Source: an optimization exercise on an open RTL-to-GDS flow (aim: small area, a short achievable clock period and few clock cycles). Production flows keep margins and buffers that such runs may drop. Only simulation tests tie the RTL to the original design; equivalence was not proved. Power and IR drop assume default switching activity.

## rv_core
module rv_core (
    input         clk,
    input         rst,
    output [31:0] imem_addr,
    input  [31:0] imem_rdata,
    output [31:0] dmem_addr,
    output [31:0] dmem_wdata,
    output        dmem_we,
    input  [31:0] dmem_rdata
);
genvar i;
function [32:0] ks32;
    input [31:0] a;
    input [31:0] b;
    input        cin;
    reg   [31:0] g, p, gn, pn;
    integer l, j;
    begin
        g = a & b;
        p = a ^ b;
        g[0] = g[0] | (p[0] & cin);
        for (l = 0; l < 5; l = l + 1) begin
            for (j = 0; j < 32; j = j + 1) begin
                if (j >= (1 << l)) begin
                    gn[j] = g[j] | (p[j] & g[j - (1 << l)]);
                    pn[j] = p[j] & p[j - (1 << l)];
                end else begin
                    gn[j] = g[j];
                    pn[j] = p[j];
                end
            end
            g = gn;
            p = pn;
        end
  ...
==> flow/config.mk <==
export PLATFORM = sky130hd
export DESIGN_NAME = rv_core
export DESIGN_NICKNAME = rv_core
export VERILOG_FILES = /design/flow/design.v
export SDC_FILE = /design/flow/constraint.sdc
export NUM_CORES = 8
export LEC_CHECK = 0
export ABC_AREA = 1
export CAP_MARGIN = 20
export CORE_MARGIN = 2
export CORE_UTILIZATION = 40
export CTS_CLUSTER_DIAMETER = 100
export CTS_CLUSTER_SIZE = 20
export SETUP_SLACK_MARGIN = 5
export SLEW_MARGIN = 20
==> flow/constraint.sdc <==
create_clock -name core_clock -period 8.0 [get_ports {clk}]
set_input_delay 1.6000 -clock core_clock [delete_from_list [all_inputs] [get_ports {clk}]]
set_output_delay 1.6000 -clock core_clock [all_outputs]
set_load 0.01 [all_outputs]
standard.sh (not shown) runs the stock make flow with config.mk's settings and CLKGATE_MAP_FILE= SYNTH_SCRIPT=/design/flow/synth_recipe.tcl, a recipe that flattens the netlist after the stock synthesis.
==> flow/flow/run.sh <==
#!/bin/bash
# Layout flow: the standard layout (standard.sh), with one change: the
# buffers that buffer_ports puts on every input and output port are
# sky130_fd_sc_hd__buf_4 instead of the cell OpenROAD picks by default (a
# clock-delay buffer, clkdlybuf4s50_1, which adds about 0.4 ns to every path
# from an input or to an output).  make's full output goes to flow.log.
set -euo pipefail
bash standard.sh "BUFFER_PORTS_ARGS=-buffer_cell sky130_fd_sc_hd__buf_4" finish > flow.log 2>&1
Testbench counts at the start, summed over its fixed seeds: cycles 99,749.
Next try:
--- a/flow/design.v
+++ b/flow/design.v
@@ -162,55 +162,51 @@
 wire [31:0] aluSlow = {31'd0, selSltX & lt}
                     | ({32{selOrX}}  & (aX | bX))
                     | ({32{selAndX}} & (aX & bX))
                     | ({32{selSdX}}  & sdX);
 late_mux #(32) u_res (.d(aluSlow), .f(sum), .s(selSumX), .y(aluOut));
 wire eq    = (aX == bX);
 wire taken = eq ^ bneX;
 assign skipX  = brX & ~predX & taken & off8X & validD & ~op[6];
 assign redirX = (brX & (taken ^ predX) & ~skipX) | jmpX;
 wire [31:2] tgtX = brX ? sdX[31:2] : sum[31:2];
-wire dX1 = wenD & (rdD == 5'd1);
+wire dX1 = wenD & ~stall & (rdD == 5'd1);
 wire xX1 = wenX & (rdX == 5'd1);
 wire mX1 = wenM & (rdM == 5'd1);
 wire x1busy = dX1 ? ~(op[6] & op[2]) : xX1 ? ~selSdX : (mX1 & ldM);
 wire [31:2] x1p = dX1 ? linkD : xX1 ? sdX[31:2] : mX1 ? aluM[31:2] : x1[31:2];
-wire liD   = wenD & isAlu & ~op[5] & (f3 == 3'b000) & (irD[19:15] == 5'd0);
+wire liD   = wenD & ~stall & isAlu & ~op[5] & (f3 == 3'b000) & (irD[19:15] == 5'd0);
 wire liHit = fJalr & liD & (rs1F == rdD) & ~skipX;
 wire [12:0] liSum = {irD[31], irD[31:20]} + {ir[31], ir[31:20]};
 wire [31:2] tgtL  = {{19{liSum[12]}}, liSum[12:2]};
-wire        slowSel = redirX | stall | redirD;
-wire [31:2] pcSlow  = redirX ? tgtX : stall ? pcF : redirD ? tgtD : pcInc;
+wire        nStall  = isLoad & goX & (nAX1 | nAX2);
+wire        slowSel = redirX | nStall | redirD;
+wire [31:2] pcSlow  = redirX ? tgtX : nStall ? pcF : redirD ? tgtD : pcInc;
 wire        predT, isRet, retSel, takeT;
-fpred u_fp (.op({ir[6], ir[3], ir[2]}), .sgn(sgn), .rs1(rs1F), .x1busy(x1busy),
+fpred u_fp (.op({ir[6], ir[3], ir[2]}), .sgn(sgn), .f30(ir[12]), .rs1(rs1F), .rs2(rs2F), .x1busy(x1busy),
             .ff(ffF), .slow(slowSel), .predT(predT), .isRet(isRet),
             .takeT(takeT), .retSel(retSel));
 wire [31:2] pcRet;
 late_mux #(30) u_pcr (.d(pcSlow), .f(liHit ? tgtL : x1p), .s(retSel | (liHit & ~slowSel)), .y(pcRet));
 wire [11:2] pcLo;
 late_mux #(10) u_pc (.d(pcRet[11:2]), .f(tLo), .s(takeT), .y(pcLo));
 wire [31:2] pcNext = {pcRet[31:12], pcLo};
-wire nAX1 = wenD & ~skipX & (rdD == rs1F) & fUse1;
+wire nAX1 = wenD & ~stall & ~skipX & (rdD == rs1F) & fUse1;
 wire nAM1 = wenX & (rdX == rs1F) & fUse1;
-wire nAX2 = wenD & ~skipX & (rdD == rs2F) & fUse2;
+wire nAX2 = wenD & ~stall & ~skipX & (rdD == rs2F) & fUse2;
 wire nAM2 = wenX & (rdX == rs2F) & fUse2;
 always @(posedge clk) begin
     if (rst)
         pcF <= 30'd0;
     else
         pcF <= pcNext;
-    if (stall) begin
-        bAXD <= 1'b0;
-        bBXD <= 1'b0;
-        bAMD <= bAXD;
-        bBMD <= bBXD;
-    end else begin
+    begin
         irD    <= ir;
         pcD    <= pcF;
         tLoD   <= tLo;
         cLoD   <= cLo;
         predTD <= predT;
         predRD <= isRet;
         predLD <= liHit;
         sel1D  <= dec1F[31:1];
         sel2D  <= dec2F[31:1];
         bAXD   <= nAX1;
@@ -288,24 +284,26 @@
     input  [N-1:0] d,
     input  [N-1:0] f,
     input          s,
     output [N-1:0] y
 );
 assign y = s ? f : d;
 endmodule
 module fpred (
     input  [2:0] op,         
     input        sgn,        
+    input        f30,        
     input  [4:0] rs1,
+    input  [4:0] rs2,
     input        x1busy,
     input        ff,
     input        slow,
     output       predT,
     output       isRet,
     output       takeT,
     output       retSel
 );
-assign predT  = op[2] & (op[1] | (~op[0] & sgn)) & ~ff;
+assign predT  = op[2] & (op[1] | (~op[0] & ((rs1 == rs2) ? ~f30 : sgn))) & ~ff;
 assign isRet  = op[2] & ~op[1] & op[0] & (rs1 == 5'd1) & ~x1busy;
 assign takeT  = predT & ~slow;
 assign retSel = isRet & ~slow;
 endmodule
The changed run completed with no timing, DRC or antenna violations; worst setup slack is better by 44 ps; cell count is lower by 0.47%; total power is higher by 1.3%; final area is lower by about 1.2%; utilization is higher by 0.11 points; first-iteration DRC count is lower by 9.6%; routed wire length is lower by about 0.5%; maximum frequency is higher by about 1.5%; sequential share of layout area is lower by 1.1 points; critical path depth is lower by 3; non-clock buffer count is lower by 14; global-route usage is higher by 0.35 points.
Testbench counts after the change, summed over its fixed seeds: cycles 98,793.

---

rv_core, a different RTL version from the one above (not shown whole).
Size in the first run: ~6900 cells after synthesis, about 1400 flip-flops, ~160 I/O pins, about 65000 um^2 of cells after synthesis.
==> flow/design.v (excerpt) <==
module rv_core (
    input         clk,
    input         rst,
    output [31:0] imem_addr,
    input  [31:0] imem_rdata,
    output [31:0] dmem_addr,
    output [31:0] dmem_wdata,
    output        dmem_we,
    input  [31:0] dmem_rdata
);
==> flow/config.mk <==
export PLATFORM = sky130hd
export DESIGN_NAME = rv_core
export DESIGN_NICKNAME = rv_core
export VERILOG_FILES = /design/flow/design.v
export SDC_FILE = /design/flow/constraint.sdc
export NUM_CORES = 8
export LEC_CHECK = 0
export ABC_AREA = 1
export CAP_MARGIN = 20
export CORE_MARGIN = 2
export CORE_UTILIZATION = 40
export CTS_CLUSTER_DIAMETER = 100
export CTS_CLUSTER_SIZE = 20
export SETUP_SLACK_MARGIN = 5
export SLEW_MARGIN = 20
==> flow/constraint.sdc <==
create_clock -name core_clock -period 8.0 [get_ports {clk}]
set_input_delay 1.6000 -clock core_clock [delete_from_list [all_inputs] [get_ports {clk}]]
set_output_delay 1.6000 -clock core_clock [all_outputs]
set_load 0.01 [all_outputs]
Scripts as last shown in full above: flow/flow/run.sh
The baseline finished clean.
Testbench counts at the start, summed over its fixed seeds: cycles 98,793.
Change:
--- a/flow/design.v
+++ b/flow/design.v
@@ -49,21 +49,20 @@
         inc30 = a ^ {c[28:0], 1'b1};
     end
 endfunction
 reg  [31:2] pcF;
 reg  [31:0] irD;
 reg  [31:2] pcD;
 reg  [11:2] tLoD;        
 reg         cLoD;        
 reg         predTD;      
 reg         predRD;      
-reg         predLD;      
 reg         validD;
 reg  [31:1] sel1D, sel2D;        
 reg         bAXD, bAMD, bBXD, bBMD;   
 reg  [31:0] aX, bX, sdX;
 reg         cinX;
 reg         selSumX, selSltX, selOrX, selAndX, selSdX;
 reg         brX, bneX, predX, jmpX, ldX, stX, wenX, off8X;
 reg  [4:0]  rdX;
 reg  [31:0] aluM, sdM;
 reg         stM, wenM, ldM;
@@ -167,32 +166,28 @@
 wire eq    = (aX == bX);
 wire taken = eq ^ bneX;
 assign skipX  = brX & ~predX & taken & off8X & validD & ~op[6];
 assign redirX = (brX & (taken ^ predX) & ~skipX) | jmpX;
 wire [31:2] tgtX = brX ? sdX[31:2] : sum[31:2];
 wire dX1 = wenD & (rdD == 5'd1);
 wire xX1 = wenX & (rdX == 5'd1);
 wire mX1 = wenM & (rdM == 5'd1);
 wire x1busy = dX1 ? ~(op[6] & op[2]) : xX1 ? ~selSdX : (mX1 & ldM);
 wire [31:2] x1p = dX1 ? linkD : xX1 ? sdX[31:2] : mX1 ? aluM[31:2] : x1[31:2];
-wire liD   = wenD & isAlu & ~op[5] & (f3 == 3'b000) & (irD[19:15] == 5'd0);
-wire liHit = fJalr & liD & (rs1F == rdD) & ~skipX;
-wire [12:0] liSum = {irD[31], irD[31:20]} + {ir[31], ir[31:20]};
-wire [31:2] tgtL  = {{19{liSum[12]}}, liSum[12:2]};
 wire        slowSel = redirX | stall | redirD;
 wire [31:2] pcSlow  = redirX ? tgtX : stall ? pcF : redirD ? tgtD : pcInc;
 wire        predT, isRet, retSel, takeT;
-fpred u_fp (.op({ir[6], ir[3], ir[2]}), .sgn(sgn), .f30(ir[12]), .rs1(rs1F), .rs2(rs2F), .x1busy(x1busy),
+fpred u_fp (.op({ir[6], ir[3], ir[2]}), .sgn(sgn), .rs1(rs1F), .x1busy(x1busy),
             .ff(ffF), .slow(slowSel), .predT(predT), .isRet(isRet),
             .takeT(takeT), .retSel(retSel));
 wire [31:2] pcRet;
-late_mux #(30) u_pcr (.d(pcSlow), .f(liHit ? tgtL : x1p), .s(retSel | (liHit & ~slowSel)), .y(pcRet));
+late_mux #(30) u_pcr (.d(pcSlow), .f(x1p), .s(retSel), .y(pcRet));
 wire [11:2] pcLo;
 late_mux #(10) u_pc (.d(pcRet[11:2]), .f(tLo), .s(takeT), .y(pcLo));
 wire [31:2] pcNext = {pcRet[31:12], pcLo};
 wire nAX1 = wenD & ~skipX & (rdD == rs1F) & fUse1;
 wire nAM1 = wenX & (rdX == rs1F) & fUse1;
 wire nAX2 = wenD & ~skipX & (rdD == rs2F) & fUse2;
 wire nAM2 = wenX & (rdX == rs2F) & fUse2;
 always @(posedge clk) begin
     if (rst)
         pcF <= 30'd0;
@@ -203,21 +198,20 @@
         bBXD <= 1'b0;
         bAMD <= bAXD;
         bBMD <= bBXD;
     end else begin
         irD    <= ir;
         pcD    <= pcF;
         tLoD   <= tLo;
         cLoD   <= cLo;
         predTD <= predT;
         predRD <= isRet;
-        predLD <= liHit;
         sel1D  <= dec1F[31:1];
         sel2D  <= dec2F[31:1];
         bAXD   <= nAX1;
         bAMD   <= nAM1;
         bBXD   <= nAX2;
         bBMD   <= nAM2;
     end
     validD <= ~rst & ~redirX & ~redirD;
     aX      <= valA;
     bX      <= bNext;
@@ -229,21 +223,21 @@
     selAndX <= isAlu & f3[2] & f3[0];
     selSdX  <= op[6];
     bneX    <= f3[0];
     predX   <= predTD;
     off8X   <= (irD[31:25] == 7'd0) & (irD[11:7] == 5'b01000);
     rdX     <= rdD;
     if (rst) begin
         brX <= 1'b0; jmpX <= 1'b0; ldX <= 1'b0; stX <= 1'b0; wenX <= 1'b0;
     end else begin
         brX  <= goX & isBr;
-        jmpX <= goX & ((isJalr & ~(predRD & (irD[31:20] == 12'd0)) & ~predLD) | (isJal & (~predTD | longJD)));
+        jmpX <= goX & ((isJalr & ~(predRD & (irD[31:20] == 12'd0))) | (isJal & (~predTD | longJD)));
         ldX  <= goX & isLoad & wenD;
         stX  <= goX & isStore;
         wenX <= goX & wenD;
     end
     aluM <= aluOut;
     sdM  <= sdX;
     rdM  <= rdX;
     ldM  <= ldX;
     if (rst) begin
         stM <= 1'b0; wenM <= 1'b0;
@@ -288,26 +282,24 @@
     input  [N-1:0] d,
     input  [N-1:0] f,
     input          s,
     output [N-1:0] y
 );
 assign y = s ? f : d;
 endmodule
 module fpred (
     input  [2:0] op,         
     input        sgn,        
-    input        f30,        
     input  [4:0] rs1,
-    input  [4:0] rs2,
     input        x1busy,
     input        ff,
     input        slow,
     output       predT,
     output       isRet,
     output       takeT,
     output       retSel
 );
-assign predT  = op[2] & (op[1] | (~op[0] & ((rs1 == rs2) ? ~f30 : sgn))) & ~ff;
+assign predT  = op[2] & (op[1] | (~op[0] & sgn)) & ~ff;
 assign isRet  = op[2] & ~op[1] & op[0] & (rs1 == 5'd1) & ~x1busy;
 assign takeT  = predT & ~slow;
 assign retSel = isRet & ~slow;
 endmodule
The changed run completed without violations.
Final cell count came out lower by 2.6%.
Global-route usage goes down by 1.4 points.
Routed wire length drops by 5.6%.
Non-clock buffer count is lower by 61.
Via count falls by 2.4%.
Power came out lower by 3.0%.
Synthesized area came out lower by 1.3%.
First-iteration DRC count went down by 5.4%.
Register-to-register slack gets better by 0.02 ns.
Setup slack improved by 0.023 ns.
Sequential cell count is lower by 1.
Testbench counts after the change, summed over its fixed seeds: cycles 102,727.

port drivers added, routing unchanged:
In the flow no input, the clock included, has a driving cell. The finished layouts below were timed again as built, in two steps.
Step 1, drivers: a clkbuf_16 drives clk and a buf_2 each remaining input, both assumed.
Step 2 also shifts input and output timing later by t, the mid clock arrival at the registers, as if the neighbouring blocks saw the same clock.
Slacks: no drivers / after step 1 / after step 2; pairs: no drivers / after step 1.
| run | t (ns) | slack for setup (ns) | worst setup path at the end | pins driven straight from the clock port |
|---|---|---|---|---|
| the first run of note 1 | 0.804 | 4.920 / 4.890 / 4.234 | input to register | 1 |
| the second run of note 1 | 0.825 | 4.964 / 4.906 / 4.287 | input to register | 1 |
| the first run of note 2 | 0.847 | 4.915 / 4.893 / 4.277 | input to register | 1 |
| the second run of note 2 | 0.817 | 4.938 / 4.893 / 4.340 | input to register | 1 |
After both steps setup and hold are still met in every run listed. For the first run of note 1, which loses most, drivers alone change the setup slack by -0.030 ns; drivers and shift together by -0.686 ns.
